What follows belongs to an exercise in optimizing a design on an open flow for small area; a production flow would make more cautious choices.
In this exercise RTL edits were held to simulation tests only and were not proved equivalent to the original.
Power figures rest on the tool's default switching activity, not on a simulated workload.

==> flow/design.v, too long to show whole: its modules and the start of the top module <==
// module delay_unit: 18 lines
// module Butterfly: 22 lines
// module rca: 17 lines
// module rinc: 15 lines
// module Complex_Multiplier_fft: 1355 lines
// module Constant_Multiplier_fft: 24 lines
// module x181: 15 lines
// module Trivial_multiplier_fft: 10 lines
// module Twiddle_Factor_fft_3rd_stage: 73 lines
// module Top_controller_fft: 15 lines
// module Top_FFT: 61 lines
module Top_FFT #(
    parameter   INTEGER_SIZE = 5,
                FRACT_SIZE = 10,
                NFFT = 64
) (
    input       wire                                             clk, rst,
    input       wire                                             start_FFT,
    input       wire    signed  [INTEGER_SIZE+FRACT_SIZE-1:0]    serial_in_r, serial_in_i,
    output      wire    signed  [INTEGER_SIZE+FRACT_SIZE-1:0]    serial_out_r, serial_out_i,
    output      wire                                             end_FFT, data_valid_FFT
);
  // ...
==> flow/run.sh <==
#!/bin/bash
# synth_recipe.tcl (not shown) runs the flow's synth.tcl, then flattens the netlist and writes it again
# the make line also repeats each setting of config.mk as NAME=value (left out here)
make -C /OpenROAD-flow-scripts/flow DESIGN_CONFIG=/design/flow/config.mk WORK_HOME=/design/flow/orfs CLKGATE_MAP_FILE= SYNTH_SCRIPT=/design/flow/synth_recipe.tcl finish
==> flow/config.mk <==
export PLATFORM = sky130hd
export DESIGN_NAME = Top_FFT
export DESIGN_NICKNAME = Top_FFT
export VERILOG_FILES = /design/flow/design.v
export SDC_FILE = /design/flow/constraint.sdc
export NUM_CORES = 4
export LEC_CHECK = 0
export CAP_MARGIN = 20
export CORE_MARGIN = 2
export CORE_UTILIZATION = 40
export SLEW_MARGIN = 20
==> flow/constraint.sdc <==
create_clock -name core_clock -period 12.0 [get_ports {clk}]
set_input_delay 2.4000 -clock core_clock [delete_from_list [all_inputs] [get_ports {clk}]]
set_output_delay 2.4000 -clock core_clock [all_outputs]
set_load 0.01 [all_outputs]
==> run summary, run 1 <==
----------------------------------------------------
[STA]
  Unrepaired setup endpoints after global routing ... false
  Final setup violation count ... 0
  Transition time at the pin with the least slew margin ... 1.02 ns
  Clock skew after layout ... 0.105 ns
  Worst-case headroom to the max-slew limit ... 0.317

[Drt]
  Final WL ... 198,000 um
  Uppermost routed layer ... met5

[Power and ir drop]
  Combinational share of power ... 0.027
  Internal power consumption ... 13.3 mW

[Hold path]
  Depth of the worst hold-timing path ... 0
  Hold Path Sink ... ST2.sr[244]
  Classification of the worst-slack hold path ... reg2reg

[Floorplan]
  Count of inserted tapcells ... 3,150
  Cell Rows ... 178

[GRT]
  Antenna violations before repair ... 3
  Met3 demand-to-capacity share in global routing ... 0.0252
  Wire length of the first global-routing pass ... 317,000 um

[Setup path]
  Delay-heaviest family, CP ... adder cells
  Cell count along the critical path ... 27
  Crit-path max FO ... 5
  Reg2reg end ... R5B.g_reg.sr[29]
  Timing startpoint of the critical path ... R5A.g_reg.sr[15]
  Most numerous cell on the critical path ... fa_1
  End point of the critical path ... R5B.g_reg.sr[29]
  Setup CP Type ... reg2reg

[Clocking]
  Total number of H-tree levels ... 4
  Clock Root Buffer ... clkbuf_16

[Run status]
  Status ... no timing/DRC/antenna violations

[Cells and area]
  Antenna fix cells ... 2
  Max reg flops ... 960
  Area of combinational cells with multiple inputs ... 39,900 sq um
  Clock buffer count ... 284
  Core occupancy in the finished layout ... 0.448
  Most used cells in the layout excluding fill and tap cells ... dfxtp_1 (2,436), fa_1 (809), inv_1 (769)
  Synthesis-to-finish area growth ... 11.6%

[Synth]
  Most common library cells after synthesis ... dfxtp_1 (2,453), fa_1 (809), inv_1 (770)
  Post-synthesis cell type count ... 78
  Mux share of post-synthesis cell area ... 0.0347
  Net count after synthesis ... 9,238
  Largest area contributor in the netlist ... dfxtp_1
  Dominant combinational cell family by area after synthesis ... adder cells
  Register area share after synthesis ... 0.523
  Post-synthesis sequential element count ... 2,461

[Place]
  Instance area at placement ... 97,700 sq um

----------------------------------------------------
==> run 2, diff against run 1 <==
--- a/flow/config.mk
+++ b/flow/config.mk
@@ -7,5 +7,8 @@
 export LEC_CHECK = 0
 export CAP_MARGIN = 20
 export CORE_MARGIN = 2
-export CORE_UTILIZATION = 40
+export CORE_UTILIZATION = 60
+export CTS_CLUSTER_DIAMETER = 100
+export CTS_CLUSTER_SIZE = 30
+export PLACE_DENSITY = 0.72
 export SLEW_MARGIN = 20
==> run summary, run 2 <==
----------------------------------------------------
[Synth]
  Most instantiated library cell after synthesis ... dfxtp_1
  Net count after synthesis ... 9,238 (unchanged)
  Post-synthesis sequential element count ... 2,461 (unchanged)
  Post-synthesis cell type count ... 78 (unchanged)
  Most common library cells after synthesis ... dfxtp_1 (2,453), fa_1 (809), inv_1 (770)
  Top post-synthesis cells by area ... dfxtp_1 (52%), fa_1 (17%), inv_1 (3.1%)
  Main flop type after synthesis ... dfxtp_1
  Async SR Flop Fraction ... 0.00325
  Count of warnings emitted by yosys ... 13
  Number of enable flip-flop cells after synthesis ... 0
  Largest area contributor in the netlist ... dfxtp_1
  Share of the synthesized area in the top cell type ... 0.520
  Register area share after synthesis ... 0.523 (unchanged)
  Syn Std Cell Area ... 94,400 sq um
  Gate Count Post-Synth ... 8,175
  Syn Area/Cell ... 11.5 sq um

[STA]
  Transition time at the pin with the least slew margin ... 1.14 ns (+0.123 ns)
  Fraction of the cycle the final worst path needs ... 0.890
  Worst-case headroom to the max-slew limit ... 0.235 (-0.0822)
  Time the final worst path needs with I/O delays and setup ... 10.68 ns
  Sum of negative setup slack ... 0 ns
  Final number of hold-violating endpoints ... 0
  F_max ... 93.6 MHz
  Final setup violation count ... 0 (unchanged)
  Unrepaired setup endpoints after global routing ... false
  Number of pins exceeding their max-slew limit in the final report ... 0
  Smallest setup slack after layout ... 1.32 ns
  Clock skew after layout ... 0.102 ns (-0.00293 ns)

[Setup path]
  Kind of end point of the critical path ... register
  Worst r2r path cells ... 27
  Crit-path max FO ... 5 (unchanged)
  Worst Setup Start Kind ... register
  Required @ worst endpoint ... 12.68 ns
  Register-to-register path setup slack ... 1.32 ns
  Setup CP Type ... reg2reg
  Reg2reg end ... R5B.g_reg.sr[29]
  Launching point of the worst reg2reg path ... R5A.g_reg.sr[15]
  Most numerous cell on the critical path ... fa_1
  Slowest stage delay, CP ... 0.55 ns
  Highest-delay cell along the critical path ... fa_1
  Arrival time at the worst endpoint ... 11.36 ns

[Clocking]
  Count of instances resized after the clock tree is built ... 0
  CTS buffer count ... 94
  Hold-fix buffers, CTS ... 0
  Total number of H-tree levels ... 3 (-1)
  Sink count of the clock tree ... 2,461
  Clock insertion delay at the later pin of the skew report ... 0.81 ns
  Post-CTS setup buffer count ... 0
  TritonCTS clock tree ... built
  Clock Root Buffer ... clkbuf_16
  Buffer levels on the longest clock path ... 3
  Reg clk slew, reported paths ... 0.12 ns

[GRT]
  Global-route layer with the greatest usage ... met2
  Met1 routing resource usage after global routing ... 0.328
  Number of global-route vias before repair ... 55,600
  Antenna violations before repair ... 7 (+4)
  Fraction of met2 tracks used by global routing ... 0.404
  Pin count of the biggest net entering global routing ... 102
  Wire length of the first global-routing pass ... 311,000 um (-1.9%)
  GRT overflow ... 0
  Met3 demand-to-capacity share in global routing ... 0.0402 (+0.0149)
  GRT Resource Usage Total ... 0.245

[Place]
  Gp weighted congestion ... 0.905
  DP Cell Count ... 9,831
  Dpl ws ... 1.31 ns
  Number of port buffers ... 64
  HPWL after detailed placement ... 136,000 um

[Cells and area]
  Core occupancy in the finished layout ... 0.633 (+0.185)
  Synthesis-to-finish area growth ... 4.79%
  Filler-free cell count of the finished design ... 9,942
  Regs by FF count ... ST1.sr x960, ST2.sr x480, ST3.sr x240
  Number of fill cells ... 12,000
  Antenna fix cells ... 0 (-2)
  Count of nets after finishing ... 8,932
  Most frequent standard cell in the layout excluding fill and tap cells ... dfxtp_1
  Largest Register ... ST1.sr
  Most used cells in the layout excluding fill and tap cells ... dfxtp_1 (2,432), fa_1 (809), inv_1 (769)
  Share of cells above drive strength 1 ... 0.0587
  Max reg flops ... 960 (unchanged)

[Floorplan]
  Placeable core region ... 156,000 sq um
  Die span in y ... 401 um
  Top Ports ... 65
  Cell Rows ... 145 (-19%)
  Total Die Area ... 160,000 sq um
  Die width ... 401 um
  Initial core utilization ... 0.604

[Drt]
  # DRC ... 0
  Post-DRT Antenna Nets ... 0
  Post-detailed-route wirelength per cell ... 19.7 um
  Number of detailed-routing iterations run before antenna repair ... 9
  Iteration-0 DRC count of the detailed router ... 4,872
  Vias ... 55,200
  Detailed-route vias per instance ... 5.56
  Final WL ... 196,000 um (-0.93%)

[Hold path]
  Classification of the worst-slack hold path ... reg2reg
  Hold Path Sink ... R3B.g_reg.sr[47]
  Min-delay src ... R3B.g_reg.sr[17]
  Depth of the worst hold-timing path ... 0 (unchanged)

[Job]
  Total of max-cap violations ... 0

[Run status]
  Status ... no timing/DRC/antenna violations

[Power and ir drop]
  Total power ... 13.6 mW
  Leakage ... 41.9 nW
  Power per unit of standard cell area ... 137 nW/um^2
  Peak supply drop ... 0.000192 V

----------------------------------------------------
-- run 2: cell counts after synthesis --
Identical to the previous run, type by type.
-- run 2: critical path: cells and delay by family, from the launching register on --
kind	cells	cell delay (ns)
DFF	1	0.44
buffers and inverters	3	0.17
muxes	1	0.50
adders and majority gates	21	9.14
xor gates and xnor gates	2	0.32
-- run 2: cell families after synthesis --
logic type / Yosys count / synth area share
flops: 2461 / 0.523
buf+inv: 1349 / 0.0556
simple gates: 1249 / 0.0572
fa+ha+maj: 1175 / 0.216
mux: 291 / 0.0347
compound gates: 1471 / 0.0966
xor+xnor: 179 / 0.0169
-- run 2: how the worst max path moves through the flow --
stage                                start                to  cells past startpoint
final                     R5A.g_reg.sr[15]  R5B.g_reg.sr[29]                     27
after global routing      R5A.g_reg.sr[18]  R5B.g_reg.sr[29]                     27
after CTS                 R5A.g_reg.sr[15]  R5B.g_reg.sr[29]                     27
after detailed placement  R5A.g_reg.sr[15]  R5B.g_reg.sr[29]                     27
after global placement    R5A.g_reg.sr[18]  R5B.g_reg.sr[29]                     27
after floorplan           R5A.g_reg.sr[15]  R5B.g_reg.sr[29]                     27
-- run 2: area by class of cell --
type	instances	area (sq um)	share of cell area
Tap cell	2058	2570	0.0260
Clock inverter	14	318	0.00321
Inverter	775	2910	0.0294
Sequential cell	2461	49300	0.499
Clock buffer	97	2380	0.0241
Timing Repair Buffer	172	1450	0.0147
Multi-Input combinational cell	4365	39900	0.403
-- run 2: stage by stage --
stage	hold WS, ns	instance area, sq um
floorplan	0.310	94400
global placement	0.309	96200
detailed placement	0.312	96200
CTS	0.254	98900
global route	0.266	98900
finish	0.268	98900
-- run 2: power breakdown --
| part | total [mW] | internal [mW] | leakage (nW) | switching [mW] |
|---|---|---|---|---|
| clock network | 3.85 | 1.48 | 1.30 | 2.37 |
| logic | 0.515 | 0.203 | 20.0 | 0.312 |
| registers | 9.23 | 8.98 | 20.7 | 0.251 |
| total | 13.6 | 10.7 | 41.9 | 2.93 |
-- run 2: layer usage --
metal / share of wire / up-vias / wire, um
li1: - / 25900 / -
met1: 0.42 / 26900 / 82300
met3: 0.071 / 469 / 13800
met2: 0.47 / 1981 / 92300
met5: 0.00021 / - / 41
met4: 0.038 / 6 / 7480
==> module Butterfly, before the edit <==
module Butterfly #(parameter D = 32) (
    input  wire        clk,
    input  wire        sel,
    input  wire [14:0] in_r, in_i,
    output wire [14:0] out_r, out_i
);
reg  [30*D-1:0] sr;
wire [14:0] f_r = sr[30*D-1 -: 15];
wire [14:0] f_i = sr[30*D-16 -: 15];
wire [14:0] sum_r, sum_i, diff_r, diff_i;
rca #(.W(15)) A_SR (.a(f_r), .b(in_r),  .ci(1'b0), .s(sum_r),  .co());
rca #(.W(15)) A_SI (.a(f_i), .b(in_i),  .ci(1'b0), .s(sum_i),  .co());
rca #(.W(15)) A_DR (.a(f_r), .b(~in_r), .ci(1'b1), .s(diff_r), .co());
rca #(.W(15)) A_DI (.a(f_i), .b(~in_i), .ci(1'b1), .s(diff_i), .co());
wire [29:0] fin = sel ? {diff_r, diff_i} : {in_r, in_i};
always @(posedge clk) begin
    if (D == 1) sr <= fin;
    else        sr <= {sr, fin};
end
assign out_r = sel ? sum_r : f_r;
assign out_i = sel ? sum_i : f_i;
endmodule
==> run 3, diff against run 2 <==
--- a/flow/design.v
+++ b/flow/design.v
@@ -26,8 +26,8 @@
 wire [14:0] f_r = sr[30*D-1 -: 15];
 wire [14:0] f_i = sr[30*D-16 -: 15];
 wire [14:0] sum_r, sum_i, diff_r, diff_i;
-rca #(.W(15)) A_SR (.a(f_r), .b(in_r),  .ci(1'b0), .s(sum_r),  .co());
-rca #(.W(15)) A_SI (.a(f_i), .b(in_i),  .ci(1'b0), .s(sum_i),  .co());
+rca #(.W(15)) A_SR (.a(f_r), .b(in_r & {15{sel}}), .ci(1'b0), .s(sum_r), .co());
+rca #(.W(15)) A_SI (.a(f_i), .b(in_i & {15{sel}}), .ci(1'b0), .s(sum_i), .co());
 rca #(.W(15)) A_DR (.a(f_r), .b(~in_r), .ci(1'b1), .s(diff_r), .co());
 rca #(.W(15)) A_DI (.a(f_i), .b(~in_i), .ci(1'b1), .s(diff_i), .co());
 wire [29:0] fin = sel ? {diff_r, diff_i} : {in_r, in_i};
@@ -35,8 +35,8 @@
     if (D == 1) sr <= fin;
     else        sr <= {sr, fin};
 end
-assign out_r = sel ? sum_r : f_r;
-assign out_i = sel ? sum_i : f_i;
+assign out_r = sum_r;
+assign out_i = sum_i;
 endmodule
 module rca #(parameter W = 15) (
     input  wire [W-1:0] a, b,
--- a/flow/config.mk
+++ b/flow/config.mk
@@ -5,6 +5,7 @@
 export SDC_FILE = /design/flow/constraint.sdc
 export NUM_CORES = 4
 export LEC_CHECK = 0
+export ABC_AREA = 1
 export CAP_MARGIN = 20
 export CORE_MARGIN = 2
 export CORE_UTILIZATION = 60
==> run summary, run 3 <==
----------------------------------------------------
[Cells and area]
  Area of combinational cells with multiple inputs ... 32,700 sq um (-18%)
  Number of fill cells ... 11,000 (-7.8%)
  Antenna fix cells ... 0 (unchanged)
  Most used cells in the layout excluding fill and tap cells ... dfxtp_1 (2,452), inv_1 (1,057), fa_1 (809)
  Storage cell area ... 49,300 sq um (about the same)
  Total non-filler cell area in the finished layout ... 92,400 sq um (-6.5%)
  Max reg flops ... 960 (unchanged)
  Synthesis-to-finish area growth ... 5.68%
  Regs by FF count ... ST1.sr x960, ST2.sr x480, ST3.sr x240
  Count of nets after finishing ... 8,417 (-5.8%)
  Largest Register ... ST1.sr
  Share of cells above drive strength 1 ... 0.0345 (-0.0243)
  Most frequent standard cell in the layout excluding fill and tap cells ... dfxtp_1

[Synth]
  Number of enable flip-flop cells after synthesis ... 0 (unchanged)
  Syn Std Cell Area ... 87,500 sq um (-7.3%)
  Most common library cells after synthesis ... dfxtp_1 (2,453), inv_1 (1,057), fa_1 (809)
  Largest area contributor in the netlist ... dfxtp_1
  Post-synthesis sequential element count ... 2,461 (unchanged)
  Net count after synthesis ... 8,473 (-8.3%)
  Count of warnings emitted by yosys ... 13 (unchanged)
  Top post-synthesis cells by area ... dfxtp_1 (56%), fa_1 (19%), inv_1 (4.5%)
  Post-synthesis cell type count ... 55 (-29%)
  Syn Area/Cell ... 11.8 sq um (+2.3%)
  Gate Count Post-Synth ... 7,410 (-9.4%)
  Async SR Flop Fraction ... 0.00325 (unchanged)
  Share of the synthesized area in the top cell type ... 0.561 (+0.0411)
  Most instantiated library cell after synthesis ... dfxtp_1
  Register area share after synthesis ... 0.564 (+0.0412)
  Main flop type after synthesis ... dfxtp_1

[Drt]
  # DRC ... 0 (unchanged)
  Final WL ... 179,000 um (-8.4%)
  Post-detailed-route wirelength per cell ... 19.3 um (-1.9%)
  Number of detailed-routing iterations run before antenna repair ... 6 (-3)
  Vias ... 48,300 (-13%)
  Post-DRT Antenna Nets ... 0 (unchanged)
  Iteration-0 DRC count of the detailed router ... 3,546 (-27%)
  Detailed-route vias per instance ... 5.20 (-6.4%)

[Floorplan]
  Placeable core region ... 145,000 sq um (-7.0%)
  Die width ... 386 um (-3.7%)
  Cell Rows ... 140 (-3.4%)
  Total Die Area ... 149,000 sq um (-7.2%)
  Initial core utilization ... 0.602 (-0.00180)
  Top Ports ... 65 (unchanged)
  Die span in y ... 386 um (-3.7%)

[Clocking]
  Reg clk slew, reported paths ... 0.11 ns (about the same)
  Buffer levels on the longest clock path ... 3 (unchanged)
  Count of instances resized after the clock tree is built ... 0 (unchanged)
  TritonCTS clock tree ... built
  Hold-fix buffers, CTS ... 0 (unchanged)
  Clock Root Buffer ... clkbuf_16
  CTS buffer count ... 93 (-1.1%)
  Clock insertion delay at the later pin of the skew report ... 0.78 ns (-0.03 ns)
  Total number of H-tree levels ... 3 (unchanged)
  Sink count of the clock tree ... 2,461 (unchanged)
  Post-CTS setup buffer count ... 0 (unchanged)

[GRT]
  Pin count of the biggest net entering global routing ... 72 (-29%)
  GRT overflow ... 0 (unchanged)
  Wire length of the first global-routing pass ... 283,000 um (-9.1%)
  GRT Resource Usage Total ... 0.247 (+0.00157)
  Number of global-route vias before repair ... 49,900 (-10%)
  Antenna violations before repair ... 3 (-4)

[STA]
  Final setup violation count ... 0 (unchanged)
  Unrepaired setup endpoints after global routing ... false
  Sum of negative setup slack ... 0 ns (unchanged)
  Fraction of the cycle the final worst path needs ... 0.866 (-0.0237)
  Number of pins exceeding their max-slew limit in the final report ... 0 (unchanged)
  F_max ... 96.2 MHz (+2.7%)
  Worst-case headroom to the max-slew limit ... 0.202 (-0.0329)
  Time the final worst path needs with I/O delays and setup ... 10.39 ns (-0.284 ns)
  Transition time at the pin with the least slew margin ... 1.19 ns (+0.0501 ns)
  Final number of hold-violating endpoints ... 0 (unchanged)
  Clock skew after layout ... 0.0790 ns (-0.0234 ns)
  Hold Worst Slack ... 0.269 ns (+0.00132 ns)

[Power and ir drop]
  Power per unit of standard cell area ... 145 nW/um^2 (+5.4%)
  Total power ... 13.4 mW (-1.5%)
  Leakage ... 40.5 nW (-3.4%)
  Peak supply drop ... 0.000201 V (+4.9%)

[Place]
  Instance area at placement ... 89,800 sq um (-6.6%)
  Gp weighted congestion ... 0.959 (+5.9%)
  Number of port buffers ... 64 (unchanged)
  HPWL after detailed placement ... 127,000 um (-6.6%)

[Hold path]
  Classification of the worst-slack hold path ... reg2reg
  Hold Path Sink ... ST2.sr[358]
  Depth of the worst hold-timing path ... 0 (unchanged)
  Min-delay src ... ST2.sr[328]

[Setup path]
  Crit-path max FO ... 5 (unchanged)
  Register-to-register path setup slack ... 1.61 ns (+0.28 ns)
  Slowest stage delay, CP ... 0.56 ns (about the same)
  Worst Setup Start Kind ... register
  Reg2reg end ... R2B.g_reg.sr[29]
  Most numerous cell on the critical path ... fa_1
  Delay-heaviest family, CP ... adder cells
  Kind of end point of the critical path ... register
  Worst r2r path cells ... 30 (+11%)
  Arrival time at the worst endpoint ... 11.05 ns (-0.31 ns)
  Setup CP Type ... reg2reg
  Required @ worst endpoint ... 12.65 ns (-0.03 ns)
  Highest-delay cell along the critical path ... fa_1
  Buf/Inv on CP ... 4 (+1)
  Launching point of the worst reg2reg path ... R2A.g_reg.sr[18]

[Run status]
  Status ... no timing/DRC/antenna violations

[Job]
  Total of max-cap violations ... 0 (unchanged)

----------------------------------------------------
[run 3: worst register-to-register path, delay by kind of cell (launching register included)]
kind	cells	cell delay, ns
AO/OA/AOI/OAI	1	0.15
adder cells (fa/ha/maj)	21	9.03
flip-flops	1	0.43
buffers and inverters	4	0.23
AND/OR/NAND/NOR	4	0.46
[run 3: worst max-delay path by stage]
| stage | from | to | slack, ns | cells after the start |
|---|---|---|---|---|
| after global placement | R2A.g_reg.sr[18] | R2B.g_reg.sr[29] | 1.53 | 30 |
| after detailed placement | R2A.g_reg.sr[18] | R2B.g_reg.sr[29] | 1.54 | 30 |
| after CTS | R2A.g_reg.sr[18] | R2B.g_reg.sr[29] | 1.50 | 30 |
| after global routing | R2A.g_reg.sr[18] | R2B.g_reg.sr[29] | 1.13 | 30 |
| final | R2A.g_reg.sr[18] | R2B.g_reg.sr[29] | 1.61 | 30 |
| after floorplan | R2A.g_reg.sr[18] | R2B.g_reg.sr[29] | 1.98 | 30 |
[run 3: cell families after synthesis]
kind of cell	share of synthesized area
adder cells (fa/ha/maj)	0.217
buffers and inverters	0.0627
XOR/XNOR	0.0393
AND/OR/NAND/NOR	0.0548
AO/OA/AOI/OAI	0.0626
flip-flops	0.564
[run 3: layout make-up]
class / count / area share
clock buffer: 95 / 0.0253
clock inverter: 14 / 0.00298
inverter: 1084 / 0.0441
multi-input combinational: 3562 / 0.354
sequential: 2461 / 0.534
tap: 1917 / 0.0260
timing repair buffer: 152 / 0.0141
[run 3: routing by layer]
layer | vias to the layer above | global-route usage | routed length (um)
li1 | 22700 | - | -
met1 | 23500 | 0.339 | 77100
met2 | 1630 | 0.391 | 82200
met3 | 475 | 0.0387 | 11600
met4 | 0 | 0.107 | 8480
met5 | - | 0 | 0
[run 3: power by group]
part | switching (mW) | internal, mW
Combinational | 0.222 | 0.173
Sequential | 0.238 | 8.97
Clock | 2.33 | 1.45
Total | 2.79 | 10.6
[run 3: per-stage QoR]
step           utilization  setup WS, ns  cells
6_report             0.636          1.61   9285
5_1_grt              0.636          1.13   9285
4_1_cts              0.636          1.50   9285
3_5_place_dp         0.619          1.54   9176
3_3_place_gp         0.619          1.53   9176
2_1_floorplan            -          1.98   7410

static timing again, ports no longer ideal:
How much do the figures lean on ideal ports? The routed layouts below were timed once more, with nothing changed but the port constraints.
Step 1, drivers: a clkbuf_16 drives clk and a buf_2 each remaining input, both assumed.
Step 2 also shifts input and output timing later by t, the mid clock arrival at the registers, as if the neighbouring blocks saw the same clock.
Three values: no drivers, after step 1, after step 2; two values: the first two.
run | t (ns) | slack for setup (ns) | latest minus earliest clock arrival (ns)
run 1 | 0.912 | 1.462 / 1.462 / 1.462 | 0.117 / 0.117
run 2 | 0.835 | 1.321 / 1.321 / 1.321 | 0.107 / 0.108
run 3 | 0.819 | 1.606 / 1.606 / 1.606 | 0.087 / 0.087
After both steps setup and hold are still met in every run listed.
